What follows belongs to an exercise in optimizing a design on an open flow for small area; a production flow would make more cautious choices.
Only simulation tests tie the RTL to the original design; equivalence was not proved.

==> flow/design.v (outline; a module is shown in full before it is edited, if it fits) <==
// module Theme_Handler: 111 lines
// module BCD_7Seg: 27 lines
// module Mem_Controller: 88 lines
// module Axes_Checker: 22 lines
// module PX_Lin_Interpol: 44 lines
// module Graph_TH_Handler: 9 lines
// module Font_ROM: 1551 lines
// module Txt_Renderer: 246 lines
module Txt_Renderer(
	input              CLOCK_50,
	input              RST_N,         
	input       [3:1]  KEY,
	input       [9:0]  SW,
	output      [6:0]  HEX3,
	output      [6:0]  HEX5,
	output             LEDR0,
	input       [31:0] from_hps,
	output      [7:0]  hps_dout1,     
	output      [7:0]  hps_dout2,     
	output             hps_op_cplt,   
	output      [2:0]  hps_sens_mode, 
	output      [3:1]  hps_sens_t,    
	output             hps_graph,     
	output      [12:0] p1_addr,
	output             p1_we,
	output      [7:0]  p1_w,
	input       [7:0]  p1_r,
	output      [12:0] p2_addr,
	input       [7:0]  p2_r,
	output VGA_CLK,
	output VGA_BLANK_N,
	output VGA_HS,
	output VGA_VS,
	output [7:0]VGA_R,
	output [7:0]VGA_B,
	output [7:0]VGA_G
);
  // ...
==> flow/flow/run.sh <==
#!/bin/bash
# Layout flow: the standard layout (standard.sh, all ORFS steps unchanged)
# run with a copy of the ORFS scripts in which only the ABC script that
# synthesis uses for technology mapping is replaced by flow/abc_area.script,
# an area-oriented variant (delay relaxed in &nf, no buffering or upsizing;
# the later ORFS repair steps still fix slew, capacitance and timing).
set -euo pipefail
rm -rf scripts_area
cp -r "$FLOW_HOME/scripts" scripts_area
cp flow/abc_area.script scripts_area/abc_speed.script
bash standard.sh SCRIPTS_DIR="$PWD/scripts_area" finish > flow_make.log 2>&1
==> flow/flow/abc_area.script <==
&get -n
&st
&dch
&nf -R 1000 -p
&st
&syn2
&if -g -K 6
&synch2
&nf -R 1000 -p
&st
&syn2
&if -g -K 6
&synch2
&nf -R 1000 -p
&put
topo
stime -c
dnsize -c
==> flow/standard.sh <==
#!/bin/bash
# synth_recipe.tcl (not shown) runs the flow's synth.tcl, then flattens the netlist and writes it again
# the make line also repeats each setting of config.mk as NAME=value (left out here)
make -C /OpenROAD-flow-scripts/flow DESIGN_CONFIG=/design/flow/config.mk WORK_HOME=/design/flow/orfs CLKGATE_MAP_FILE= SYNTH_SCRIPT=/design/flow/synth_recipe.tcl "${@:-finish}"
==> flow/config.mk <==
export PLATFORM = sky130hd
export DESIGN_NAME = Txt_Renderer
export DESIGN_NICKNAME = Txt_Renderer
export VERILOG_FILES = /design/flow/design.v
export SDC_FILE = /design/flow/constraint.sdc
export NUM_CORES = 4
export LEC_CHECK = 0
export CAP_MARGIN = 20
export CORE_MARGIN = 2
export CORE_UTILIZATION = 40
export SLEW_MARGIN = 20
export SYNTH_MEMORY_MAX_BITS = 65536
==> flow/constraint.sdc <==
create_clock -name core_clock -period 30.0 [get_ports {CLOCK_50}]
set_input_delay 6.0000 -clock core_clock [delete_from_list [all_inputs] [get_ports {CLOCK_50}]]
set_output_delay 6.0000 -clock core_clock [all_outputs]
set_load 0.01 [all_outputs]
==> impl.org, run 1 <==
** Status
- The flow ran to the end and the layout has no timing, DRC or antenna violations.

** Worst hold path
- The worst hold path passes through 0 cells.

** GRT
- For this run the aggregate overflow at the end of global routing stands at 0.
- Antenna violations before repair :: 14
- The layer flagged by global routing as most heavily used is met2.
- In the global route stage, met2 resource usage came out at 47.66%.

** Clock tree
- Post-CTS resize count :: 0
- For the worst-skew pair, the clock arrives at the later sink with an insertion delay of 0.71 ns.
- The clock passes through at most 3 buffers.
- Number of buffers created by CTS :: 95

** Finish
- For this run, the number of standard cells in the final layout without fillers is 6145.
- Buffers outside the clock tree occupy 5.647% of the routed design's cell area.
- The number of antenna diodes in the final layout is 2.
- Across the whole layout, multi-input logic makes up 38.03% of the cell area.
- Number of clock buffers in the layout :: 135
- Number of non-clock inverters :: 192
- There are 909 flip-flops and latches.
- In the layout the commonest cells are sky130_fd_sc_hd__edfxtp_1, sky130_fd_sc_hd__nand2_1, sky130_fd_sc_hd__nor2_1, sky130_fd_sc_hd__o21ai_0, sky130_fd_sc_hd__fa_1.

** Synth
- Average cell area after synthesis :: 12.39 um2
- Of the total synthesized cell area, the portion taken by XOR and XNOR cells is 2.238%.
- Yosys warning total :: 7
- The biggest area contributor in the post-synthesis netlist is sky130_fd_sc_hd__edfxtp_1.

** Place
- Prior to clock tree synthesis, the placed netlist has a worst setup slack of 0.9821 ns.

** Worst setup path
- Counting buffers and inverters, the worst setup path is 55 cells deep.
- CP Max Fanout :: 25
- Critical R2R Launch :: hc[2]$_DFFE_PN0P_
- CP dominant cell by count :: sky130_fd_sc_hd__fa_1

** STA
- The total count of hold-check failures in the final report was 0.
- In the post-route analysis, the smallest setup slack over all paths is 0.9939 ns.
- Worst hold slack :: 0.3815 ns
- Derived from the worst setup path, the maximum achievable clock frequency is 34.48 MHz.
- Setup repair after global routing left no endpoint under its margin.

** Route
- The detailed router put a total of 83.46 mm of wire on met1.
- DR WL/cell :: 32.44 um
- DRC violations left :: 0
- In the detailed route, the total length drawn on met2 is 88.47 mm.

** Floorplan
- The die covers 126100 um2.
==> module Axes_Checker, before the edit <==
module Axes_Checker (
	input [9:0] px,
	input [8:0] py,
	output pxy_line);
	function [2:0] hw(input [3:0] a);
		hw = (4'd10 - a) >> 1;
	endfunction
	function in_arrow(input [3:0] a, input [3:0] d);
		reg [2:0] h;
		begin
			h = hw(a);
			in_arrow = ({1'b0, d} + h >= 5'd7) && ({1'b0, d} <= 5'd7 + h);
		end
	endfunction
	wire px_5_9 = (px >= 10'd5) & (px <= 10'd9);
	wire py_5_9 = (py >= 9'd5) & (py <= 9'd9);
	wire x_ax  = (px >= 10'd7) & (px <= 10'd606) & py_5_9;
	wire y_ax  = (py >= 9'd7) & (py <= 9'd456) & px_5_9;
	wire x_arr = (px >= 10'd607) & (px <= 10'd616) & (py[8:4] == 5'd0) & in_arrow(px[3:0] + 4'd1, py[3:0]);
	wire y_arr = (py >= 9'd457) & (py <= 9'd466) & (px[9:4] == 6'd0) & in_arrow(py[3:0] + 4'd7, px[3:0]);
	assign pxy_line = x_ax | y_ax | x_arr | y_arr;
endmodule
==> module PX_Lin_Interpol, before the edit <==
module PX_Lin_Interpol (
    input [7:0] E,
    input [7:0] O,
    input w,
    input [4:0] f,
    input [7:0] Y,
    output pxy
);
    function [9:0] add9(input [8:0] a, input [8:0] b, input ci);
        integer k; reg c; reg [8:0] s;
        begin
            c = ci;
            for (k = 0; k < 9; k = k + 1) begin
                s[k] = a[k] ^ b[k] ^ c;
                c = (a[k] & b[k]) | (c & (a[k] ^ b[k]));
            end
            add9 = {c, s};
        end
    endfunction
    wire [7:0] c0 = w ? O : E;
    wire [9:0] d_full = add9({1'b0, O}, ~{1'b0, E}, 1'b1);     
    wire sd = d_full[8];
    wire nz = |d_full[7:0];
    wire neg = w ? (~sd & nz) : sd;
    wire [7:0] x = d_full[7:0] ^ {8{sd}};                       
    reg [12:0] acc;
    reg [12:0] pp, sm;
    reg cr;
    integer b, k;
    always @(*) begin
        acc = sd ? {8'b0, f} : 13'b0;
        for (b = 0; b < 5; b = b + 1) begin
            pp = f[b] ? ({5'b0, x} << b) : 13'b0;
            cr = 1'b0;
            for (k = 0; k < 13; k = k + 1) begin
                sm[k] = acc[k] ^ pp[k] ^ cr;
                cr = (acc[k] & pp[k]) | (cr & (acc[k] ^ pp[k]));
            end
            acc = sm;
        end
    end
    wire [9:0] g_full = add9({1'b0, Y}, ~{1'b0, c0}, ~neg);    
    assign pxy = (g_full[8:0] ^ {9{neg}}) == {1'b0, acc[12:5]};
endmodule
==> module Txt_Renderer, before the edit <==
module Txt_Renderer(
	input              CLOCK_50,
	input              RST_N,         
	input       [3:1]  KEY,
	input       [9:0]  SW,
	output      [6:0]  HEX3,
	output      [6:0]  HEX5,
	output             LEDR0,
	input       [31:0] from_hps,
	output      [7:0]  hps_dout1,     
	output      [7:0]  hps_dout2,     
	output             hps_op_cplt,   
	output      [2:0]  hps_sens_mode, 
	output      [3:1]  hps_sens_t,    
	output             hps_graph,     
	output      [12:0] p1_addr,
	output             p1_we,
	output      [7:0]  p1_w,
	input       [7:0]  p1_r,
	output      [12:0] p2_addr,
	input       [7:0]  p2_r,
	output VGA_CLK,
	output VGA_BLANK_N,
	output VGA_HS,
	output VGA_VS,
	output [7:0]VGA_R,
	output [7:0]VGA_B,
	output [7:0]VGA_G
);
	wire rst;
	assign rst = ~RST_N;
	function [11:0] add12(input [11:0] a, input [11:0] b, input ci);
		integer k; reg c; reg [11:0] s;
		begin
			c = ci;
			for (k = 0; k < 12; k = k + 1) begin
				s[k] = a[k] ^ b[k] ^ c;
				c = (a[k] & b[k]) | (c & (a[k] ^ b[k]));
			end
			add12 = s;
		end
	endfunction
	function [12:0] inc13(input [12:0] a);
		integer k; reg c; reg [12:0] s;
		begin
			c = 1'b1;
			for (k = 0; k < 13; k = k + 1) begin
				s[k] = a[k] ^ c;
				c = a[k] & c;
			end
			inc13 = s;
		end
	endfunction
	function [12:0] dec13(input [12:0] a);
		integer k; reg c; reg [12:0] s;
		begin
			c = 1'b1;
			for (k = 0; k < 13; k = k + 1) begin
				s[k] = a[k] ^ c;
				c = ~a[k] & c;
			end
			dec13 = s;
		end
	endfunction
	Mem_Controller mem_controller (
		.clk(CLOCK_50), .rst(rst),
		.cmd(from_hps[31:29]),
		.addr(from_hps[28:16]),
		.din1(from_hps[7:0]),
		.din2(from_hps[15:8]),
		.mem_out(p1_r),
		.dout1(hps_dout1),
		.dout2(hps_dout2),
		.mem_in(p1_w),
		.mem_w_nr(p1_we),
		.mem_addr(p1_addr),
		.op_cplt_flag(hps_op_cplt)
	);
	reg [10:0] hc;
	reg [9:0]  vc;
	wire h_last = hc == 11'd1599;
	wire eol    = SW[9] & (hc == 11'd1311);
	wire [10:0] hc_inc = inc13({2'b0, hc});
	wire [9:0]  vc_dec = dec13({3'b0, vc});
	always @(posedge CLOCK_50 or posedge rst) begin
		if (rst) hc <= 11'd1312;
		else if (SW[9]) hc <= h_last ? 11'd0 : hc_inc;
	end
	always @(posedge CLOCK_50 or posedge rst) begin
		if (rst) vc <= 10'd515;
		else if (eol) vc <= (vc == 10'd0) ? 10'd524 : vc_dec;
	end
	wire dh = ~(hc[10] & (hc[9] | hc[8]));           
	wire dv = (vc != 10'd0) & (vc <= 10'd480);
	wire [9:0] px_x = dh ? hc[10:1] : 10'd0;
	assign VGA_HS      = ~((hc >= 11'd1312) & (hc <= 11'd1503));
	assign VGA_VS      = ~((vc == 10'd515) | (vc == 10'd514));
	assign VGA_BLANK_N = dh & dv;
	reg vclk;
	always @(posedge CLOCK_50 or posedge rst) begin
		if (rst) vclk <= 1'b0;
		else vclk <= ~vclk;
	end
	assign VGA_CLK = vclk;
	reg [3:0] fx;
	reg [5:0] cx;
	reg [4:0] fy;
	reg [4:0] cy;
	wire x_rst = SW[9] & (hc == 11'd1279);
	wire x_inc = SW[9] & hc[0] & (hc < 11'd1279);
	wire y_rst = eol & (vc == 10'd1);
	wire y_inc = eol & (vc >= 10'd2) & (vc <= 10'd480);
	wire fx_wrap = fx == 4'd14;
	wire fy_wrap = fy == 5'd20;
	wire [3:0] fx_n = x_rst ? 4'd1 : x_inc ? (fx_wrap ? 4'd0 : inc13({9'b0, fx})) : fx;
	wire [5:0] cx_n = x_rst ? 6'd0 : (x_inc & fx_wrap) ? inc13({7'b0, cx}) : cx;
	wire [4:0] fy_n = y_rst ? 5'd0 : y_inc ? (fy_wrap ? 5'd0 : inc13({8'b0, fy})) : fy;
	wire [4:0] cy_n = y_rst ? 5'd0 : (y_inc & fy_wrap) ? inc13({8'b0, cy}) : cy;
	always @(posedge CLOCK_50 or posedge rst) begin
		if (rst) begin
			fx <= 4'd1; cx <= 6'd0; fy <= 5'd0; cy <= 5'd0;
		end else begin
			fx <= fx_n; cx <= cx_n; fy <= fy_n; cy <= cy_n;
		end
	end
	wire off_lims = (cx >= 6'd42) | (cy >= 5'd22);
	wire [11:0] ci_sum = add12(add12({2'b0, cy, 5'b0}, {4'b0, cy, 3'b0}, 1'b0),
	                           add12({6'b0, cy, 1'b0}, {6'b0, cx}, 1'b0), 1'b0);
	wire [9:0] ci = off_lims ? 10'd0 : ci_sum[9:0];
	wire [6:0] cc = p2_r[6:0];
	wire cc_ok = (cc[6] | cc[5]) & ~(&cc);            
	wire txt_ok = ~off_lims & cc_ok & SW[9];
	wire font_pix;
	Font_ROM font_rom (.cc(cc), .fy(fy_n), .fx(fx_n), .p(font_pix));
	reg pxr;
	always @(posedge CLOCK_50) pxr <= txt_ok & font_pix;
	wire pxi = txt_ok & pxr;
	reg [3:1] key_q1, key_q2;
	always @(posedge CLOCK_50 or posedge rst) begin
		if (rst) begin
			key_q1 <= 3'b0; key_q2 <= 3'b0;
		end else begin
			key_q1 <= ~KEY; key_q2 <= key_q1;
		end
	end
	wire [3:1] key_edge = key_q1 & ~key_q2;
	reg [2:0] th, sens_mode, sens_t1;    
	always @(posedge CLOCK_50 or posedge rst) begin
		if (rst) begin
			th <= 3'd0; sens_mode <= 3'd0; sens_t1 <= 3'd1;
		end else begin
			if (key_edge[3]) th <= inc13({10'b0, th});
			if (key_edge[2]) sens_mode <= inc13({10'b0, sens_mode});
			if (key_edge[1]) sens_t1 <= (sens_t1 == 3'd7) ? 3'd1 : inc13({10'b0, sens_t1});
		end
	end
	assign hps_sens_mode = sens_mode;
	assign hps_sens_t    = sens_t1;
	assign hps_graph     = SW[0];
	BCD_7Seg sens_mode_7seg (.A({1'b0, sens_mode}), .HEX0(HEX5));
	BCD_7Seg sens_t_7seg    (.A({sens_t1, 1'b0}),   .HEX0(HEX3));
	wire [7:0] txt_R, txt_G, txt_B;
	Theme_Handler TH (.pxi(pxi), .theme(th), .R(txt_R), .G(txt_G), .B(txt_B));
	reg trg_q1, trg_q2;
	always @(posedge CLOCK_50 or posedge rst) begin
		if (rst) begin
			trg_q1 <= 1'b0; trg_q2 <= 1'b0;
		end else begin
			trg_q1 <= p1_addr == 13'h8A0; trg_q2 <= trg_q1;
		end
	end
	wire trg = trg_q1 & ~trg_q2;
	reg led_set;
	always @(posedge CLOCK_50 or posedge rst) begin
		if (rst) led_set <= 1'b0;
		else if (trg) led_set <= 1'b1;
	end
	assign LEDR0 = led_set;
	reg [6:0] cnt;
	wire refr = cnt != 7'd0;
	always @(posedge CLOCK_50 or posedge rst) begin
		if (rst) cnt <= 7'd0;
		else if (trg | refr) cnt <= (cnt == 7'd100) ? 7'd0 : inc13({6'b0, cnt});
	end
	reg [7:0] col [0:99];
	wire [7:0] col_d = p2_r & {8{RST_N}};
	genvar j;
	generate
		for (j = 0; j < 100; j = j + 1) begin : cols
			always @(posedge CLOCK_50)
				if (rst | (cnt == j + 1)) col[j] <= col_d;
		end
	endgenerate
	assign p2_addr = SW[0] ? {6'b010000, SW[1] ? SW[8:2] : cnt} : {3'b000, ci};
	wire [2:0] r_shift = SW[8:6];
	wire [9:0] px_a = add12({2'b0, px_x}, {9'h1ff, ~r_shift}, 1'b1);    
	wire [9:0] p0 = add12({2'b0, px_x}, 12'hff9, 1'b0);
	wire [5:0] f_full = add12({7'b0, p0[4:0]}, {9'h1ff, ~r_shift}, 1'b1);
	wire brw = f_full[5];
	wire [4:0] f_g = f_full[4:0];
	wire [4:0] i0 = p0[9:5];
	wire [4:0] i0m = dec13({8'b0, i0});
	wire [4:0] ci_g = brw ? i0m : i0;
	wire oob = (ci_g > 5'd19) | ((ci_g == 5'd19) & (f_g != 5'd0));
	wire [8:0] py   = dv ? vc[8:0] : 9'd480;
	wire [7:0] Y    = py[8:1];
	wire [3:0] h_o0 = i0[4:1];
	wire [3:0] h_e0 = h_o0 + i0[0];
	wire [3:0] h_o1 = i0m[4:1];
	wire [3:0] h_e1 = h_o1 + i0m[0];
	wire sw_eo = ci_g[0];
	reg  [10:0] sel_e;
	reg  [9:0]  sel_o;
	integer n;
	always @(*) begin
		for (n = 0; n < 11; n = n + 1) sel_e[n] = brw ? (h_e1 == n) : (h_e0 == n);
		for (n = 0; n < 10; n = n + 1) sel_o[n] = brw ? (h_o1 == n) : (h_o0 == n);
	end
	wire [4:0] pxy;
	genvar k;
	generate
		for (k = 0; k < 5; k = k + 1) begin : curves
			reg [7:0] ev, od;
			integer m;
			always @(*) begin
				ev = 8'd0; od = 8'd0;
				for (m = 0; m < 10; m = m + 1) begin
					ev = ev | ({8{sel_e[m]}} & col[20*k + 2*m]);
					od = od | ({8{sel_o[m]}} & col[20*k + 2*m + 1]);
				end
			end
			wire hit;
			PX_Lin_Interpol lerp (.E(ev), .O(od), .w(sw_eo), .f(f_g), .Y(Y), .pxy(hit));
			wire en_k = (k < 2) ? sens_mode[k] : sens_mode[2];
			assign pxy[k] = hit & ~oob & en_k;
		end
	endgenerate
	wire axes;
	Axes_Checker axes_checker (.px(px_a), .py(py), .pxy_line(axes));
	wire [7:0] graph_R, graph_G, graph_B;
	Graph_TH_Handler G_TH_Handler (.px_code({axes, pxy}),
		.graph_R(graph_R), .graph_G(graph_G), .graph_B(graph_B));
	assign VGA_R = SW[0] ? graph_R : txt_R;
	assign VGA_G = SW[0] ? graph_G : txt_G;
	assign VGA_B = SW[0] ? graph_B : txt_B;
endmodule
==> run 2: changes to the inputs <==
--- a/flow/design.v
+++ b/flow/design.v
@@ -227,3 +227,3 @@
 module Axes_Checker (
-	input [9:0] px,
+	input [9:0] p,
 	input [8:0] py,
@@ -233,15 +233,14 @@
 	endfunction
-	function in_arrow(input [3:0] a, input [3:0] d);
-		reg [2:0] h;
-		begin
-			h = hw(a);
-			in_arrow = ({1'b0, d} + h >= 5'd7) && ({1'b0, d} <= 5'd7 + h);
-		end
-	endfunction
-	wire px_5_9 = (px >= 10'd5) & (px <= 10'd9);
+	wire px_5_9 = (p >= 10'd1022) | (p <= 10'd2);             
 	wire py_5_9 = (py >= 9'd5) & (py <= 9'd9);
-	wire x_ax  = (px >= 10'd7) & (px <= 10'd606) & py_5_9;
+	wire x_ax  = (p <= 10'd599) & py_5_9;                      
 	wire y_ax  = (py >= 9'd7) & (py <= 9'd456) & px_5_9;
-	wire x_arr = (px >= 10'd607) & (px <= 10'd616) & (py[8:4] == 5'd0) & in_arrow(px[3:0] + 4'd1, py[3:0]);
-	wire y_arr = (py >= 9'd457) & (py <= 9'd466) & (px[9:4] == 6'd0) & in_arrow(py[3:0] + 4'd7, px[3:0]);
+	wire [3:0] ax = p[3:0] + 4'd8;                             
+	wire [2:0] hx = hw(ax);
+	wire x_arr = (p >= 10'd600) & (p <= 10'd609) & (py[8:4] == 5'd0) &
+	             ({1'b0, py[3:0]} + hx >= 5'd7) & ({1'b0, py[3:0]} <= 5'd7 + hx);
+	wire [3:0] ay = py[3:0] + 4'd7;                            
+	wire [2:0] hy = hw(ay);
+	wire [9:0] p_abs = p[9] ? -p : p;
+	wire y_arr = (py >= 9'd457) & (py <= 9'd466) & (p_abs <= {7'd0, hy});
 	assign pxy_line = x_ax | y_ax | x_arr | y_arr;
@@ -270,4 +269,3 @@
     wire sd = d_full[8];
-    wire nz = |d_full[7:0];
-    wire neg = w ? (~sd & nz) : sd;
+    wire neg = w ^ sd;
     wire [7:0] x = d_full[7:0] ^ {8{sd}};                       
@@ -2036,2 +2034,9 @@
 	end
+	reg [7:0]  cnt_lo;
+	reg [15:0] cnt_hi;
+	integer q;
+	always @(*) begin
+		for (q = 0; q < 8; q = q + 1)  cnt_lo[q] = rst | (cnt[2:0] == q);
+		for (q = 0; q < 16; q = q + 1) cnt_hi[q] = rst | (cnt[6:3] == q);
+	end
 	reg [7:0] col [0:99];
@@ -2042,3 +2047,3 @@
 			always @(posedge CLOCK_50)
-				if (rst | (cnt == j + 1)) col[j] <= col_d;
+				if (cnt_lo[(j + 1) % 8] & cnt_hi[(j + 1) / 8]) col[j] <= col_d;
 		end
@@ -2047,3 +2052,2 @@
 	wire [2:0] r_shift = SW[8:6];
-	wire [9:0] px_a = add12({2'b0, px_x}, {9'h1ff, ~r_shift}, 1'b1);    
 	wire [9:0] p0 = add12({2'b0, px_x}, 12'hff9, 1'b0);
@@ -2090,3 +2094,3 @@
 	wire axes;
-	Axes_Checker axes_checker (.px(px_a), .py(py), .pxy_line(axes));
+	Axes_Checker axes_checker (.p({ci_g, f_g}), .py(py), .pxy_line(axes));
 	wire [7:0] graph_R, graph_G, graph_B;
==> flow/flow/run.sh (replaced) <==
#!/bin/bash
# Layout flow: the standard layout (standard.sh, ORFS make targets) run
# with a copy of the ORFS scripts that changes how the layout is made, not
# what it must meet:
#  - synthesis maps to cells with flow/abc_area.script, an area-oriented ABC
#    script (rounds of &dc2, &dch and &nf with delay relaxed, no buffering
#    or upsizing; the later ORFS
#    repair steps still fix slew, capacitance and timing);
#  - clock tree synthesis inserts no dummy loads;
#  - port buffers are buf_1 cells.
# Every tool's output goes to ORFS's logs under orfs/logs; make's own output
# goes to flow_make.log here.
set -euo pipefail
rm -rf scripts_area
cp -r "$FLOW_HOME/scripts" scripts_area
cp flow/abc_area.script scripts_area/abc_speed.script
sed -i 's/^  -sink_clustering_enable \\$/  -sink_clustering_enable -dont_use_dummy_load \\/' scripts_area/cts.tcl
grep -q -- '-dont_use_dummy_load' scripts_area/cts.tcl
bash standard.sh SCRIPTS_DIR="$PWD/scripts_area" \
  "BUFFER_PORTS_ARGS=-buffer_cell sky130_fd_sc_hd__buf_1" \
  finish > flow_make.log 2>&1
==> flow/flow/abc_area.script (replaced) <==
&get -n
&st
&dc2
&dch -f
&nf -R 1000 -p
&st
&dc2
&dch -f
&nf -R 1000 -p
&st
&dc2
&dch -f
&nf -R 1000 -p
&st
&dc2
&dch -f
&nf -R 1000 -p
&put
topo
stime -c
--- a/flow/config.mk
+++ b/flow/config.mk
@@ -10,2 +10,4 @@
 export CORE_UTILIZATION = 40
+export CTS_CLUSTER_DIAMETER = 60
+export CTS_CLUSTER_SIZE = 25
 export SLEW_MARGIN = 20
==> run 2 against run 1 <==
Against the previous run: still clean on timing, DRC and antenna; cell count fell by 6.2%; first-iteration DRC count rose by 12%; via count fell by 5.3%; critical path type unchanged; critical endpoint is now VGA_R[5].
==> impl.org, run 2 <==
** Synth
- Leading post-synthesis cells by instance count :: sky130_fd_sc_hd__edfxtp_1, sky130_fd_sc_hd__nor2_1, sky130_fd_sc_hd__nand2_1 (was sky130_fd_sc_hd__edfxtp_1, sky130_fd_sc_hd__nand2_1, sky130_fd_sc_hd__nor2_1)
- The fraction of synthesized cell area taken by the top area cell type is 49.99% (was 48.71%).
- Yosys warning total :: 7 (unchanged)
- Number of distinct library cells after synthesis :: 71 (was 69)
- Most used standard cell by instance count after synthesis :: sky130_fd_sc_hd__edfxtp_1 (unchanged)
- Synthesized area :: 48060 um2 (was 49320 um2)
- Count of flip-flops with a built-in enable after synthesis :: 800 (unchanged)
- The number of register bits inferred by synthesis came to 909 (unchanged).
- Post-synth ARST share :: 11.88% (unchanged)
- The mean area per synthesized cell came to 12.73 um2 (was 12.39 um2).
- The top cell type by total area after synthesis is sky130_fd_sc_hd__edfxtp_1 (unchanged).
- The sequential-to-total area share from yosys stat is 55.68% (was 54.25%).
- Most frequently used flop master after synthesis :: sky130_fd_sc_hd__edfxtp_1 (unchanged)
- Post-synthesis cell count :: 3776 (was 3979)
- Cell types with the largest area share after synthesis :: sky130_fd_sc_hd__edfxtp_1, sky130_fd_sc_hd__fa_1, sky130_fd_sc_hd__dfrtp_1, sky130_fd_sc_hd__a222oi_1, sky130_fd_sc_hd__ha_1 (was sky130_fd_sc_hd__edfxtp_1, sky130_fd_sc_hd__fa_1, sky130_fd_sc_hd__dfrtp_1, sky130_fd_sc_hd__ha_1, sky130_fd_sc_hd__o21ai_0)

** Clock tree
- The count of buffers added by post-CTS timing repair for setup was 0 (unchanged).
- The CTS root buffer is sky130_fd_sc_hd__clkbuf_16 (unchanged).
- CTS Hold Bufs :: 0 (unchanged)
- H-tree levels :: 3 (unchanged)
- The deepest clock path buffer count came to 3 (unchanged).
- The clock tree from TritonCTS was built (unchanged).
- Number of buffers created by CTS :: 77 (was 95)
- Post-CTS resize count :: 0 (unchanged)
- Source-to-sink clock delay at the later pin of the worst-skew pair :: 0.69 ns (was 0.71 ns)
- The post-CTS clock slew at the launch and capture registers of the worst setup and hold paths came to 0.04 ns (was 0.05 ns).
- Clock sink count :: 909 (unchanged)

** Worst setup path
- CP dominant cell by count :: sky130_fd_sc_hd__fa_1 (unchanged)
- The arrival time of data at the critical path endpoint was 22.42 ns (was 23.01 ns).
- Start-to-end type of the worst setup path :: input port to output pin (unchanged)
- Buffer and inverter count on the worst path :: 9 (unchanged)
- The data required time of the critical path came to 24.00 ns (about the same).
- The cell type of the slowest stage on the worst timing path is sky130_fd_sc_hd__fa_1 (unchanged).
- Critical R2R Launch :: hc[1]$_DFFE_PN0P_ (was hc[2]$_DFFE_PN0P_)
- CP Max Fanout :: 19 (was 25)
- CP Capture Type :: output pin (unchanged)
- The cell family contributing the most delay on the critical path was adder cells (unchanged).
- Timing startpoint of the critical path :: SW[6] (unchanged)
- Crit path launch type :: input port (unchanged)
- Slowest Stage Delay on Critical Path :: 0.69 ns (was 0.67 ns)

** STA
- The total count of hold-check failures in the final report is 0 (unchanged).
- The final worst-path cycle share is 94.72% (was 96.69%).
- The maximum achievable frequency is 35.19 MHz (was 34.48 MHz).
- The number of setup violations in the final report came to 0 (unchanged).
- The final critical path time including I/O delays and setup is 28.42 ns (was 29.01 ns).
- Largest clock skew in the final design :: 0.07715 ns (was 0.03421 ns)
- Setup repair after global routing missed its margin: false (unchanged).
- The count of pins over their slew limit was 0 (unchanged).
- The worst relative slew slack is 15.80% (was 19.02%).
- Post-Route Setup TNS :: 0 ns (unchanged)
- The worst-margin pin slew was 1.255 ns (was 1.215 ns).

** Finish
- The share of final-layout standard cells stronger than drive strength 1 is 6.651% (was 8.610%).
- The number of flip-flops in the largest register is 800 (unchanged).
- Non-filler instance count after layout :: 5764 (was 6145)
- The count of fill cells added during filler insertion came to 11080 (was 11110).
- The layout overhead on the synthesized area was 12.24% (was 17.13%).
- The register with the most flip-flops is col (unchanged).
- The post-layout utilization of the core is 45.14% (was 47.33%).
- Commonest cells after routing, fill and taps aside: sky130_fd_sc_hd__edfxtp_1, sky130_fd_sc_hd__nor2_1, sky130_fd_sc_hd__nand2_1, sky130_fd_sc_hd__fa_1, sky130_fd_sc_hd__a222oi_1 (was sky130_fd_sc_hd__edfxtp_1, sky130_fd_sc_hd__nand2_1, sky130_fd_sc_hd__nor2_1, sky130_fd_sc_hd__o21ai_0, sky130_fd_sc_hd__fa_1).
- The final-stage net count came to 4607 (was 4909).
- Leading registers by flop count: col x800, mem_controller.mem_addr x13, hc x11 (unchanged).
- The most frequent standard cell in the layout excluding fill and tap cells is sky130_fd_sc_hd__edfxtp_1 (unchanged).

** Floorplan
- Area of the placeable core :: 119500 um2 (was 122000 um2)
- Horizontal die dimension :: 350.6 um (was 355.1 um)
- Count of standard-cell rows :: 127 (was 128)
- The starting utilization of the core area came to 40.22% (was 40.41%).
- The top-level port count is 165 (unchanged).
- Total die area :: 122900 um2 (was 126100 um2)
- Floorplan die height :: 350.6 um (was 355.1 um)

** GRT
- Maximum number of pins on one net before global-route repair :: 101 (unchanged)
- The global-route total usage across every layer was 28.71% (was 31.37%).
- Antenna violations before repair :: 6 (was 14)
- The via count of the first global-routing pass is 35050 (was 37470).
- The wire length of the first global-routing pass was 254.6 mm (was 283.6 mm).
- Residual overflow from global routing :: 0 (unchanged)

** Route
- Violation count after the first detailed-route iteration :: 5560 (was 4958)
- The uppermost layer routed is met5 (unchanged).
- The DRC violations left is 0 (unchanged).
- DR WL/cell :: 30.83 um (was 32.44 um)
- The average vias per placed instance is 6.271 (was 6.210).
- The vias after detailed routing was 36150 (was 38160).
- Routed wire length on met3 :: 19.47 mm (was 16.90 mm)
- The routed wire length was 177.7 mm (was 199.4 mm).
- Post-detailed-route count of antenna-violating nets :: 0 (unchanged)
- Initial DRT Pass Iterations :: 9 (was 8)
- The routed wire length on met2 is 77.46 mm (was 88.47 mm).
- M1 wire length :: 72.84 mm (was 83.46 mm)

** Worst hold path
- Start point of the worst hold path :: key_q1[1]$_DFF_PN0_ (was key_q1[3]$_DFF_PN0_)
- The type of the tightest min-delay check is flip-flop to flip-flop (unchanged).

** Place
- The total half-perimeter wirelength after legalization and detailed placement is 126.4 mm (was 144.0 mm).
- The count of port buffers added during placement was 162 (unchanged).
- RD Place Congestion :: 1.049 (was 1.046)
- The post-placement cell count was 5683 (was 5967).

** Status
- Status :: complete, no violations (unchanged)

** Run
- Max-cap violations :: 0 (unchanged)
run 2: kinds of logic after synthesis:
logic type,count (synthesis),share of synthesized area [%]
other cells,1,0.007803
flops,909,55.68
fa+ha+maj,392,14.06
simple gates,1252,12.34
xor+xnor,115,2.096
compound gates,876,13.37
buf+inv,194,1.617
mux,37,0.8306
run 2: worst paths after layout:
| path | to | slack (ns) | cells after the start |
|---|---|---|---|
| setup reg to reg | pxr$_DFF_P_ | 18.29 | 26 |
| max in group asynchronous | mem_controller.dout1[0]$_DFFE_PN0P_ | 23.71 | 2 |
| min in group asynchronous | sens_t1[1]$_DFFE_PN0P_ | 5.63 | 2 |
| setup / recovery | VGA_R[5] | 1.58 | 55 |
| hold / removal | key_q2[1]$_DFF_PN0_ | 0.36 | 0 |
| hold reg to reg | key_q2[1]$_DFF_PN0_ | 0.36 | 0 |
run 2: layout make-up:
type	count	area [um2]	area share, %
timing repair buffer	309	1810	3.357
tap	1612	2017	3.739
sequential	909	26760	49.60
clock buffer	77	1927	3.572
antenna	2	5.005	0.009279
multi-input combinational	2674	20740	38.46
inverter	181	679.4	1.260
run 2: per-stage QoR:
step                      hold WS (ns)  setup WS (ns)  area [um2]
final                           0.3620          1.585       53940
after global placement          0.3615          1.822       51940
after CTS                       0.3629          1.661       53880
after floorplan                 0.3465          1.773       48060
after detailed placement        0.3526          1.651       51950
after global routing            0.3916         0.9549       53930
run 2: routing by layer:
metal / GRT usage (%) / up-vias
met5: 0 / -
met4: 11.76 / 6
met3: 7.131 / 398
met2: 42.74 / 2072
met1: 40.15 / 18360
li1: - / 15310
==> run 3: changes to the inputs <==
--- a/flow/config.mk
+++ b/flow/config.mk
@@ -7,8 +7,9 @@
 export LEC_CHECK = 0
-export CAP_MARGIN = 20
+export CAP_MARGIN = 10
 export CORE_MARGIN = 2
-export CORE_UTILIZATION = 40
+export CORE_UTILIZATION = 55
 export CTS_CLUSTER_DIAMETER = 60
 export CTS_CLUSTER_SIZE = 25
-export SLEW_MARGIN = 20
+export PLACE_DENSITY = 0.7
+export SLEW_MARGIN = 10
 export SYNTH_MEMORY_MAX_BITS = 65536
==> run 3 against run 2 <==
Against the previous run: first-iteration DRC count is 14% higher; critical endpoint unchanged; clock skew is 0.016 ns higher; cell count is 8.4% lower; design area is 1.9% lower; hold slack better by 0.0039 ns; wire length is 1.1% lower; maximum frequency hardly changed; global-route usage is 10 points higher; highest routed layer unchanged.
==> impl.org, run 3 <==
** Route
- Vias post-DR :: 36780 (was 36150)
- The number of detailed-route iterations in the first pass is 7 (was 9).
- Routed vias/inst :: 6.966 (was 6.271)
- The DRC violations left was 0 (unchanged).
- Routed wire length :: 175.7 mm (was 177.7 mm)
- Violation count after the first detailed-route iteration :: 6355 (was 5560)
- Post-detailed-route count of antenna-violating nets :: 0 (unchanged)
- The average wire length per cell after detail routing came to 33.28 um (was 30.83 um).

** GRT
- The wire length of the first global-routing pass is 252.7 mm (was 254.6 mm).
- The initial antenna violation count is 7 (was 6).
- Residual overflow from global routing :: 0 (unchanged)
- The via count of the first global-routing pass came to 35540 (was 35050).
- Maximum number of pins on one net before global-route repair :: 101 (unchanged)
- The global-route total usage across every layer was 39.18% (was 28.71%).

** STA
- Slew at the pin closest to its max-slew limit :: 1.342 ns (was 1.255 ns)
- Setup repair after global routing missed its margin :: false (unchanged)
- Final count of hold timing violations :: 0 (unchanged)
- The worst relative slew slack is 9.706% (was 15.80%).
- The final critical path time including I/O delays and setup came to 28.43 ns (was 28.42 ns).
- Post-Route Setup TNS :: 0 ns (unchanged)
- The final worst-path cycle share is 94.77% (was 94.72%).
- The number of setup violations in the final report was 0 (unchanged).
- The maximum achievable frequency came to 35.17 MHz (was 35.19 MHz).
- The count of pins over their slew limit was 0 (unchanged).
- The clock tree skew after final layout was 0.09359 ns (was 0.07715 ns).
- Worst hold slack :: 0.3660 ns (was 0.3620 ns)

** Clock tree
- The post-CTS clock slew at the launch and capture registers of the worst setup and hold paths came to 0.04 ns (about the same).
- Number of buffers between clock root and the deepest sink :: 3 (unchanged)
- The count of instances resized after the clock tree is built is 0 (unchanged).
- The clock tree from TritonCTS is built (unchanged).
- The number of sinks driven by the clock tree is 909 (unchanged).
- The H-tree depth came to 3 (unchanged).
- The clock buffer count from CTS is 68 (was 77).
- The number of buffers inserted by hold repair at cts was 0 (unchanged).
- The count of buffers added by post-CTS timing repair for setup came to 0 (unchanged).
- Root cell of the clock tree :: sky130_fd_sc_hd__clkbuf_16 (unchanged)
- The clock network latency to the later pin of the worst-skew pair is 0.68 ns (was 0.69 ns).

** Floorplan
- The core area was 86620 um2 (was 119500 um2).
- Total die area :: 89750 um2 (was 122900 um2)
- The floorplan row count came to 108 (was 127).
- The overall die width is 299.6 um (was 350.6 um).
- The starting utilization of the core area was 55.48% (was 40.22%).
- The die span in y is 299.6 um (was 350.6 um).
- Boundary pin count :: 165 (unchanged)

** Synth
- The distinct cell type count of the synthesized netlist was 71 (unchanged).
- Most used standard cell by instance count after synthesis :: sky130_fd_sc_hd__edfxtp_1 (unchanged)
- The share of synthesized flip-flops with an asynchronous set or reset is 11.88% (unchanged).
- The mean area per synthesized cell was 12.73 um2 (unchanged).
- Post-synthesis cell count :: 3776 (unchanged)
- The number of enable flip-flop cells after synthesis is 800 (unchanged).
- The main flop type after synthesis was sky130_fd_sc_hd__edfxtp_1 (unchanged).
- Leading post-synthesis cells by instance count :: sky130_fd_sc_hd__edfxtp_1, sky130_fd_sc_hd__nor2_1, sky130_fd_sc_hd__nand2_1 (unchanged)
- The number of register bits inferred by synthesis came to 909 (unchanged).
- The total number of yosys warnings was 7 (unchanged).
- Dominant cell type by area after synthesis :: sky130_fd_sc_hd__edfxtp_1 (unchanged)
- Synthesized area :: 48060 um2 (unchanged)
- Cell types with the largest area share after synthesis :: sky130_fd_sc_hd__edfxtp_1, sky130_fd_sc_hd__fa_1, sky130_fd_sc_hd__dfrtp_1, sky130_fd_sc_hd__a222oi_1, sky130_fd_sc_hd__ha_1 (unchanged)
- Share of the synthesized area in the top cell type :: 49.99% (unchanged)
- Share of synthesized area occupied by flip-flops and latches :: 55.68% (unchanged)

** Worst setup path
- The maximum fanout encountered on the critical timing path was 26 (was 19).
- The cell type of the slowest stage on the worst timing path was sky130_fd_sc_hd__nor3b_2 (was sky130_fd_sc_hd__fa_1).
- The startpoint of the most critical register-to-register path was hc[0]$_DFFE_PN0P_ (was hc[1]$_DFFE_PN0P_).
- Worst-case reg-to-reg path depth :: 30 (was 26)
- Slowest Stage Delay on Critical Path :: 0.81 ns (was 0.69 ns)
- The library cell appearing most often on the critical path was sky130_fd_sc_hd__fa_1 (unchanged).
- FF-to-FF End :: pxr$_DFF_P_ (unchanged)
- Timing startpoint of the critical path :: SW[6] (unchanged)
- Start-to-end type of the worst setup path :: input port to output pin (unchanged)
- CP endpoint :: VGA_R[5] (unchanged)
- CP Capture Type :: output pin (unchanged)
- The register-to-register setup slack was 18.94 ns (was 18.29 ns).
- The arrival time of data at the critical path endpoint is 22.43 ns (was 22.42 ns).
- The data required time of the critical path is 24.00 ns (about the same).
- Crit path launch type :: input port (unchanged)

** Place
- The cell area after placement is 51180 um2 (was 51950 um2).
- The total half-perimeter wirelength after legalization and detailed placement came to 124.9 mm (was 126.4 mm).
- RD Place Congestion :: 1.081 (was 1.049)
- The count of port buffers added during placement is 162 (unchanged).
- The post-placement cell count was 5206 (was 5683).

** Finish
- The share of final-layout standard cells stronger than drive strength 1 came to 5.851% (was 6.651%).
- The area used by sequential logic in the layout was 26760 um2 (unchanged).
- The number of flip-flops in the largest register came to 800 (unchanged).
- The final-stage net count came to 4576 (was 4607).
- Commonest cells after routing, fill and taps aside: sky130_fd_sc_hd__edfxtp_1, sky130_fd_sc_hd__nor2_1, sky130_fd_sc_hd__nand2_1, sky130_fd_sc_hd__fa_1, sky130_fd_sc_hd__a222oi_1 (unchanged).
- Post-route cell area :: 52890 um2 (was 53940 um2)
- Leading registers by flop count: col x800, mem_controller.mem_addr x13, hc x11 (unchanged).
- The count of fill cells added during filler insertion came to 6800 (was 11080).
- Non-filler instance count after layout :: 5280 (was 5764)
- The area taken by multi-input logic gates was 20720 um2 (was 20740 um2).
- Area growth from synthesis to layout :: 10.07% (was 12.24%)
- The register with the most flip-flops is col (unchanged).
- Commonest non-fill, non-tap cell in the layout :: sky130_fd_sc_hd__edfxtp_1 (unchanged)

** Worst hold path
- The type of the tightest min-delay check is flip-flop to flip-flop (unchanged).

** Run
- Max-cap violations :: 0 (unchanged)

** Status
- Status :: complete, no violations (unchanged)
==> run 3: stage by stage <==
stage | util [%] | setup slack, ns
2_1_floorplan | - | 1.773
3_3_place_gp | 59.08 | 2.081
3_5_place_dp | 59.08 | 1.783
4_1_cts | 61.05 | 1.754
5_1_grt | 61.05 | 0.7437
6_report | 61.06 | 1.568
==> run 3: layout make-up <==
| type | instances | area share, % |
|---|---|---|
| Timing Repair Buffer | 287 | 2.978 |
| Tap cell | 1155 | 2.732 |
| Clock buffer | 68 | 3.217 |
| Multi-Input combinational cell | 2674 | 39.18 |
| Sequential cell | 909 | 50.58 |
| Inverter | 181 | 1.284 |
| Antenna cell | 6 | 0.02839 |
==> run 3: logic make-up after synthesis <==
| logic type | synth area share (%) |
|---|---|
| and+or+nand+nor | 12.34 |
| DFF | 55.68 |
| AOI/OAI and AO/OA | 13.37 |
| adders and majority gates | 14.06 |
| buffers and inverters | 1.617 |
| xor gates and xnor gates | 2.096 |
| muxes | 0.8306 |
| other | 0.007803 |
==> run 3: worst max-delay path: cells and delay by family <==
family / cells / cell delay, ns
compound gates: 5 / 1.69
xor+xnor: 2 / 0.79
fa+ha+maj: 28 / 11.03
buf+inv: 9 / 1.03
simple gates: 6 / 1.81
==> run 3: worst min-delay path by stage <==
stage | start | endpoint | depth (start not counted) | slack, ns
floorplan | key_q1[1]$_DFF_PN0_ | key_q2[1]$_DFF_PN0_ | 0 | 0.35
global placement | key_q1[1]$_DFF_PN0_ | key_q2[1]$_DFF_PN0_ | 0 | 0.35
detailed placement | key_q1[1]$_DFF_PN0_ | key_q2[1]$_DFF_PN0_ | 0 | 0.36
CTS | key_q1[1]$_DFF_PN0_ | key_q2[1]$_DFF_PN0_ | 0 | 0.37
global route | key_q1[1]$_DFF_PN0_ | key_q2[1]$_DFF_PN0_ | 0 | 0.38
finish | key_q1[1]$_DFF_PN0_ | key_q2[1]$_DFF_PN0_ | 0 | 0.37
==> run 3: routing by layer <==
metal | vias up | track usage, % | share of wire (%)
met4 | 2 | 17.64 | 5.2
met1 | 18340 | 54.71 | 38
met5 | - | 0 | 0.0074
met3 | 464 | 10.97 | 13
li1 | 15270 | - | -
met2 | 2709 | 57.58 | 43
==> run 4: changes to the inputs <==
--- a/flow/config.mk
+++ b/flow/config.mk
@@ -12,2 +12,3 @@
 export CTS_CLUSTER_SIZE = 25
+export GPL_TIMING_DRIVEN = 0
 export PLACE_DENSITY = 0.7
==> run 4 against run 3 <==
Against the previous run: synthesized cell count unchanged; design area is 0.44% higher; sequential cell count unchanged; non-clock buffer count is 38 lower; largest cell class unchanged; hold slack improved by 0.0025 ns.
==> impl.org, run 4 <==
** Synth
- Number of distinct library cells after synthesis :: 71 (unchanged)
- Cell types with the largest area share after synthesis: sky130_fd_sc_hd__edfxtp_1, sky130_fd_sc_hd__fa_1, sky130_fd_sc_hd__dfrtp_1, sky130_fd_sc_hd__a222oi_1, sky130_fd_sc_hd__ha_1 (unchanged).
- The total number of yosys warnings is 7 (unchanged).
- Leading post-synthesis cells by instance count :: sky130_fd_sc_hd__edfxtp_1, sky130_fd_sc_hd__nor2_1, sky130_fd_sc_hd__nand2_1 (unchanged)
- The number of cells produced by synthesis is 3776 (unchanged).
- The mean area per synthesized cell was 12.73 um2 (unchanged).
- Synth Register Bits :: 909 (unchanged)
- Post-synth ARST share :: 11.88% (unchanged)
- Most used standard cell by instance count after synthesis :: sky130_fd_sc_hd__edfxtp_1 (unchanged)
- Dominant cell type by area after synthesis :: sky130_fd_sc_hd__edfxtp_1 (unchanged)
- Count of flip-flops with a built-in enable after synthesis :: 800 (unchanged)
- Share of synthesized area occupied by flip-flops and latches :: 55.68% (unchanged)
- Synthesized area :: 48060 um2 (unchanged)
- The fraction of synthesized cell area taken by the top area cell type came to 49.99% (unchanged).
- The main flop type after synthesis is sky130_fd_sc_hd__edfxtp_1 (unchanged).

** Worst setup path
- The worst setup path category was input port to output pin (unchanged).
- Worst-case reg-to-reg path depth :: 28 (was 30)
- The sum of buffers and inverters on the critical path came to 13 (was 9).
- CP Capture Type :: output pin (unchanged)
- The type of origin of the critical path is an input port (unchanged).
- The cell type of the slowest stage on the worst timing path was sky130_fd_sc_hd__fa_1 (was sky130_fd_sc_hd__nor3b_2).
- The maximum fanout encountered on the critical timing path was 19 (was 26).
- The cell family contributing the most delay on the critical path is adder cells (unchanged).
- The arrival time of data at the critical path endpoint was 23.11 ns (was 22.43 ns).
- The data required time of the critical path was 24.00 ns (about the same).
- CP dominant cell by count :: sky130_fd_sc_hd__fa_1 (unchanged)
- Critical path depth in cells :: 58 (was 50)
- Slowest Stage Delay on Critical Path :: 0.67 ns (was 0.81 ns)

** Floorplan
- Count of standard-cell rows :: 108 (unchanged)
- Total die area :: 89750 um2 (unchanged)
- Horizontal die dimension :: 299.6 um (unchanged)
- The core area is 86620 um2 (unchanged).
- Starting Density :: 55.48% (unchanged)
- The die span in y came to 299.6 um (unchanged).
- Boundary pin count :: 165 (unchanged)

** Place
- DPL Wire Length :: 124.0 mm (was 124.9 mm)
- RD Place Congestion :: 1.075 (was 1.081)
- Cells after DPL :: 5167 (was 5206)
- Count of port buffers added during placement :: 162 (unchanged)

** Finish
- The layout overhead on the synthesized area came to 10.56% (was 10.07%).
- Area occupied by multi-input gates :: 20820 um2 (was 20720 um2)
- Register with the most flip-flops :: col (unchanged)
- The count of fill cells added during filler insertion is 6733 (was 6800).
- The share of final-layout standard cells stronger than drive strength 1 came to 5.400% (was 5.851%).
- Non-filler instance count after layout :: 5230 (was 5280)
- The number of flip-flops in the largest register was 800 (unchanged).
- Leading registers by flop count :: col x800, mem_controller.mem_addr x13, hc x11 (unchanged)
- Commonest cells after routing, fill and taps aside: sky130_fd_sc_hd__edfxtp_1, sky130_fd_sc_hd__nor2_1, sky130_fd_sc_hd__nand2_1, sky130_fd_sc_hd__fa_1, sky130_fd_sc_hd__a222oi_1 (unchanged).
- The area used by sequential logic in the layout came to 26760 um2 (unchanged).
- The post-layout utilization of the core is 61.34% (was 61.06%).
- The final-stage net count is 4531 (was 4576).
- The most frequent standard cell in the layout excluding fill and tap cells is sky130_fd_sc_hd__edfxtp_1 (unchanged).

** Route
- The routed wire length is 171.8 mm (was 175.7 mm).
- The number of detailed-route iterations in the first pass came to 10 (was 7).
- Vias post-DR :: 36280 (was 36780)
- Routed wire length on met3 :: 21.02 mm (was 23.40 mm)
- The DRC violations left came to 0 (unchanged).
- The post-route antenna net violation count came to 0 (unchanged).
- Met2 Routed Length :: 75.48 mm (was 76.32 mm)
- DR top layer :: met5 (unchanged)
- The detailed-route wire length on metal 1 is 67.19 mm (was 66.94 mm).
- The violation count after the first detailed-routing iteration is 6221 (was 6355).
- The average wire length per cell after detail routing is 32.85 um (was 33.28 um).
- The average vias per placed instance was 6.937 (was 6.966).

** Clock tree
- Source-to-sink clock delay at the later pin of the worst-skew pair :: 0.70 ns (was 0.68 ns)
- The CTS root buffer was sky130_fd_sc_hd__clkbuf_16 (unchanged).
- Number of buffers created by CTS :: 61 (was 68)
- CTS Hold Bufs :: 0 (unchanged)
- The count of buffers added by post-CTS timing repair for setup came to 0 (unchanged).
- H-tree levels :: 2 (was 3)
- Post-CTS clock slew at the launch and capture registers of the worst setup and hold paths :: 0.05 ns (was 0.04 ns)
- The count of instances resized after the clock tree is built is 0 (unchanged).
- The clock tree from TritonCTS is built (unchanged).
- Number of buffers between clock root and the deepest sink :: 3 (unchanged)
- Clock sink count :: 909 (unchanged)

** STA
- Final setup viols :: 0 (unchanged)
- Slew at the pin closest to its max-slew limit :: 1.457 ns (was 1.342 ns)
- The final critical path time including I/O delays and setup was 29.11 ns (was 28.43 ns).
- Setup repair after global routing missed its margin :: false (unchanged)
- Final count of hold timing violations :: 0 (unchanged)
- Fmax :: 34.35 MHz (was 35.17 MHz)
- Final worst path period share :: 97.03% (was 94.77%)
- The clock tree skew after final layout came to 0.09786 ns (was 0.09359 ns).
- The count of pins over their slew limit was 0 (unchanged).
- Relative slew slack :: 2.852% (was 9.706%)

** GRT
- The wire length of the first global-routing pass was 246.2 mm (was 252.7 mm).
- The via count of the first global-routing pass was 35070 (was 35540).
- Antenna violations before repair :: 6 (was 7)
- Global routing usage summed across all routing layers :: 38.04% (was 39.18%)
- Residual overflow from global routing :: 0 (unchanged)
- Maximum number of pins on one net before global-route repair :: 82 (was 101)

** Status
- Status: complete, no violations (unchanged).

** Run
- The count of maximum capacitance violations was 0 (unchanged).

** Worst hold path
- The number of instances on the worst hold path came to 0 (unchanged).
- The type of the tightest min-delay check was flip-flop to flip-flop (unchanged).
[run 4: final cells by class]
type / instances / area share [%]
antenna: 1 / 0.004710
buffer: 13 / 0.1837
clock buffer: 61 / 2.873
inverter: 181 / 1.279
multi-input combinational: 2674 / 39.19
sequential: 909 / 50.36
tap: 1155 / 2.720
timing repair buffer: 236 / 3.389
[run 4: worst paths after layout]
check,start,end,slack (ns)
max,SW[6],VGA_R[4],0.89
min,key_q1[2]$_DFF_PN0_,key_q2[2]$_DFF_PN0_,0.37
max reg2reg,hc[0]$_DFFE_PN0P_,pxr$_DFF_P_,16.88
min reg2reg,key_q1[2]$_DFF_PN0_,key_q2[2]$_DFF_PN0_,0.37
max in group asynchronous,RST_N,hc[8]$_DFFE_PN1P_,23.61
min in group asynchronous,RST_N,led_set$_DFFE_PN0P_,5.42
[run 4: kinds of logic (layout without fill, tap and decap cells)]
| family | after synthesis | after routing | share of synthesized area, % |
|---|---|---|---|
| and+or+nand+nor | 1252 | 1252 | 12.34 |
| muxes | 37 | 37 | 0.8306 |
| buffers and inverters | 194 | 491 | 1.617 |
| xor gates and xnor gates | 115 | 115 | 2.096 |
| other | 1 | 3 | 0.007803 |
| adders and majority gates | 392 | 392 | 14.06 |
| DFF | 909 | 909 | 55.68 |
| AOI/OAI and AO/OA | 876 | 876 | 13.37 |
[run 4: per-layer routing]
metal	up-vias	global-route usage, %
met5	-	0
met4	6	15.11
li1	15160	-
met3	421	9.241
met1	18220	54.33
met2	2476	56.55
[run 4: metrics by stage]
stage | hold WS, ns | worst slack (ns) | cell area, um2 | TNS (ns)
floorplan | 0.3465 | 1.773 | 48060 | 0
global placement | 0.3573 | -4.015 | 50110 | -90.27
detailed placement | 0.3592 | 0.6168 | 51560 | 0
CTS | 0.3691 | 0.5759 | 53090 | 0
global route | 0.3894 | 0.04473 | 53130 | 0
finish | 0.3684 | 0.8919 | 53130 | 0
==> run 5: changes to the inputs <==
--- a/flow/config.mk
+++ b/flow/config.mk
@@ -10,4 +10,4 @@
 export CORE_UTILIZATION = 55
-export CTS_CLUSTER_DIAMETER = 60
-export CTS_CLUSTER_SIZE = 25
+export CTS_CLUSTER_DIAMETER = 70
+export CTS_CLUSTER_SIZE = 28
 export GPL_TIMING_DRIVEN = 0
==> run 5 against run 4 <==
Against the previous run: the layout now fails its checks (capacitance limit); sequential share of layout area up 0.33 points; synthesized cell count unchanged; cell count down 0.27%; critical path depth down 3; global-route usage about the same; setup slack worse by 0.16 ns; critical endpoint is now VGA_R[5].
==> impl.org, run 5 <==
** Synth
- The sequential-to-total area share from yosys stat was 55.68% (unchanged).
- Combinational family with the most area after synthesis :: adder cells (unchanged)
- The mean area per synthesized cell was 12.73 um2 (unchanged).
- Most frequently used flop master after synthesis :: sky130_fd_sc_hd__edfxtp_1 (unchanged)
- The top cell type by total area after synthesis was sky130_fd_sc_hd__edfxtp_1 (unchanged).
- Number of distinct library cells after synthesis :: 71 (unchanged)
- The xor/xnor cell area share of the yosys netlist is 2.096% (unchanged).
- Leading post-synthesis cells by instance count: sky130_fd_sc_hd__edfxtp_1, sky130_fd_sc_hd__nor2_1, sky130_fd_sc_hd__nand2_1 (unchanged).
- Share of the synthesized area in the top cell type :: 49.99% (unchanged)
- Synthesized area :: 48060 um2 (unchanged)
- The number of register bits inferred by synthesis is 909 (unchanged).
- Most used standard cell by instance count after synthesis :: sky130_fd_sc_hd__edfxtp_1 (unchanged)
- The post-synthesis share of cell area spent on and, or, nand and nor gates came to 12.34% (unchanged).
- Count of flip-flops with a built-in enable after synthesis :: 800 (unchanged)
- The total number of yosys warnings is 7 (unchanged).
- Post-synthesis cell count :: 3776 (unchanged)
- The synthesized-area fraction occupied by ao, oa, aoi and oai cells came to 13.37% (unchanged).
- The adder and majority gate portion of the synthesized area was 14.06% (unchanged).
- Cell types with the largest area share after synthesis: sky130_fd_sc_hd__edfxtp_1, sky130_fd_sc_hd__fa_1, sky130_fd_sc_hd__dfrtp_1, sky130_fd_sc_hd__a222oi_1, sky130_fd_sc_hd__ha_1 (unchanged).
- Share of synthesized area spent on multiplexers :: 0.8306% (unchanged)
- The share of synthesized flip-flops with an asynchronous set or reset is 11.88% (unchanged).

** STA
- The maximum achievable frequency came to 34.16 MHz (was 34.35 MHz).
- The final worst-path cycle share came to 97.57% (was 97.03%).
- Worst hold slack :: 0.3654 ns (was 0.3684 ns)
- Setup repair after global routing missed its margin :: false (unchanged)
- The aggregate negative setup slack was 0 ns (unchanged).
- Final Max Slew Viols :: 0 (unchanged)
- The worst-margin pin slew came to 1.482 ns (was 1.457 ns).
- Final setup viols :: 0 (unchanged)
- The clock tree skew after final layout is 0.09771 ns (was 0.09786 ns).
- Relative slew slack :: 1.186% (was 2.852%)
- The final critical path time including I/O delays and setup was 29.27 ns (was 29.11 ns).
- Setup ws final :: 0.7283 ns (was 0.8919 ns)
- Final count of hold timing violations :: 0 (unchanged)

** GRT
- The global-route total usage across every layer is 38.01% (was 38.04%).
- Antenna violations before repair :: 7 (was 6)
- Global-route wire length before repair :: 245.9 mm (was 246.2 mm)
- The via count of the first global-routing pass was 35060 (was 35070).
- The final global-route overflow total is 0 (unchanged).
- The largest net degree at the start of global routing was 82 (unchanged).

** Clock tree
- The number of sinks driven by the clock tree was 909 (unchanged).
- The CTS root buffer is sky130_fd_sc_hd__clkbuf_16 (unchanged).
- Source-to-sink clock delay at the later pin of the worst-skew pair :: 0.68 ns (was 0.70 ns)
- The number of buffers inserted by hold repair at cts came to 0 (unchanged).
- Number of buffers between clock root and the deepest sink :: 3 (unchanged)
- Number of buffers created by CTS :: 47 (was 61)
- The post-CTS clock slew at the launch and capture registers of the worst setup and hold paths is 0.04 ns (was 0.05 ns).
- TritonCTS clock tree :: built (unchanged)
- H-tree levels :: 2 (unchanged)

** Worst setup path
- Crit path launch type :: input port (unchanged)
- The largest stage delay on the critical path was 0.90 ns (was 0.67 ns).
- The maximum fanout encountered on the critical timing path was 19 (unchanged).
- The library cell appearing most often on the critical path was sky130_fd_sc_hd__fa_1 (unchanged).
- Worst EP required :: 24.00 ns (about the same)
- The nature of the critical path endpoint is an output pin (unchanged).
- The worst setup path category is input port to output pin (unchanged).
- Critical path data arrival time :: 23.27 ns (was 23.11 ns)
- Critical-path top delay cell :: sky130_fd_sc_hd__o21ai_0 (was sky130_fd_sc_hd__fa_1)

** Floorplan
- Area of the placeable core :: 86620 um2 (unchanged)
- Horizontal die dimension :: 299.6 um (unchanged)
- The die footprint is 89750 um2 (unchanged).
- The starting utilization of the core area was 55.48% (unchanged).
- Floorplan die height :: 299.6 um (unchanged)
- The floorplan row count came to 108 (unchanged).
- Boundary pin count :: 165 (unchanged)

** Route
- The routed wire length came to 171.6 mm (was 171.8 mm).
- The post-route antenna net violation count is 0 (unchanged).
- DR WL/cell :: 32.90 um (was 32.85 um)
- The vias after detailed routing came to 36290 (was 36280).
- DRC violations left :: 0 (unchanged)
- The average vias per placed instance was 6.957 (was 6.937).
- The violation count after the first detailed-routing iteration is 5993 (was 6221).
- Initial DRT Pass Iterations :: 13 (was 10)

** Place
- The worst slack at placement was 0.6168 ns (unchanged).
- Cells after DPL :: 5167 (unchanged)
- The count of port buffers added during placement came to 162 (unchanged).
- RD Place Congestion :: 1.075 (unchanged)
- DPL Wire Length :: 124.0 mm (unchanged)

** Finish
- Leading registers by flop count :: col x800, mem_controller.mem_addr x13, hc x11 (unchanged)
- Register with the most flip-flops :: col (unchanged)
- Commonest non-fill, non-tap cell in the layout :: sky130_fd_sc_hd__edfxtp_1 (unchanged)
- Commonest cells after routing, fill and taps aside: sky130_fd_sc_hd__edfxtp_1, sky130_fd_sc_hd__nor2_1, sky130_fd_sc_hd__nand2_1, sky130_fd_sc_hd__fa_1, sky130_fd_sc_hd__a222oi_1 (unchanged).
- Count of filler cells inserted in the layout :: 6807 (was 6733)
- Area growth from synthesis to layout :: 9.826% (was 10.56%)
- The number of standard cells in the final layout excluding fillers was 5216 (was 5230).
- The final-stage net count is 4517 (was 4531).
- The number of flip-flops in the largest register was 800 (unchanged).
- Share of layout cells above drive strength 1 :: 5.074% (was 5.400%)

** Status
- Status: finished with violations (was complete, no violations).
- The violated checks flagged are capacitance limit.

** Worst hold path
- The type of the tightest min-delay check is flip-flop to flip-flop (unchanged).

** Run
- Max-cap violations :: 1 (was 0)
## run 5: worst max-delay path, delay by kind of cell
family | cells | cell delay (ns)
adder cells (fa/ha/maj) | 28 | 10.84
AND/OR/NAND/NOR | 7 | 2.10
AO/OA/AOI/OAI | 6 | 2.07
buffers and inverters | 12 | 1.60
XOR/XNOR | 2 | 0.63
## run 5: path summary, 6_finish.rpt
| check | from | slack, ns | cells after the start | to |
|---|---|---|---|---|
| hold / removal | key_q1[2]$_DFF_PN0_ | 0.37 | 0 | key_q2[2]$_DFF_PN0_ |
| min in group asynchronous | RST_N | 5.42 | 1 | mem_controller.mem_addr[9]$_DFFE_PN0P_ |
| setup reg to reg | hc[0]$_DFFE_PN0P_ | 16.79 | 28 | pxr$_DFF_P_ |
| setup / recovery | SW[6] | 0.73 | 55 | VGA_R[5] |
| hold reg to reg | key_q1[2]$_DFF_PN0_ | 0.37 | 0 | key_q2[2]$_DFF_PN0_ |
| max in group asynchronous | RST_N | 23.59 | 3 | fx[0]$_DFF_PN1_ |
## run 5: through the flow
step	util [%]	area, um2
after floorplan	-	48060
after global placement	57.86	50110
after detailed placement	59.53	51560
after CTS	60.89	52740
after global routing	60.93	52780
final	60.93	52780
## run 5: repair_timing
item	CTS	global route
resized for setup	0	2
buffers inserted	0	0
endpoints found under the setup margin	0	8
## run 5: logic make-up (layout without fill, tap and decap cells)
kind of cell	Yosys count	after routing
DFF	909	909
buffers and inverters	194	477
adders and majority gates	392	392
and+or+nand+nor	1252	1252
other	1	3
AOI/OAI and AO/OA	876	876
xor gates and xnor gates	115	115
muxes	37	37
## run 5: layer usage
layer  track usage [%]  up-vias  wire, um
met1             53.63    18250     66930
met5                 0        -        46
met3             9.908      420     21280
met4             14.81        6      7681
met2             56.85     2467     75680
li1                  -    15140         -
## run 5: layout make-up
type | instances | area, um2 | area share [%]
Antenna cell | 1 | 2.502 | 0.004741
Buffer | 13 | 97.59 | 0.1849
Clock buffer | 47 | 1176 | 2.228
Inverter | 181 | 679.4 | 1.287
Multi-Input combinational cell | 2674 | 20820 | 39.45
Sequential cell | 909 | 26760 | 50.69
Tap cell | 1155 | 1445 | 2.738
Timing Repair Buffer | 236 | 1800 | 3.411

port drivers added, routing unchanged:
How much do the figures lean on ideal ports? The routed layouts below were timed once more, with nothing changed but the port constraints.
Step 1, drivers: a clkbuf_16 drives CLOCK_50 and a buf_2 each remaining input, both assumed.
Step 2 also shifts input and output timing later by t, the mid clock arrival at the registers, as if the neighbouring blocks saw the same clock.
a / b / c = ideal ports / drivers / drivers and shift; a / b = the first two.
run | t, ns | setup slack, ns | worst register clock-pin slew, ns | worst data-port slew with drivers (ns)
run 1 | 0.775 | 0.994 / 0.957 / 0.957 | 0.08 / 0.08 | 0.06
run 2 | 0.719 | 1.585 / 1.559 / 1.559 | 0.09 / 0.09 | 0.06
run 3 | 0.689 | 1.568 / 1.540 / 1.540 | 0.09 / 0.09 | 0.14
run 4 | 0.713 | 0.892 / 0.870 / 0.870 | 0.10 / 0.10 | 0.06
run 5 | 0.690 | 0.728 / 0.706 / 0.706 | 0.11 / 0.11 | 0.07
For run 1, which loses most, drivers alone change the setup slack by -0.037 ns; drivers and shift together by -0.037 ns.
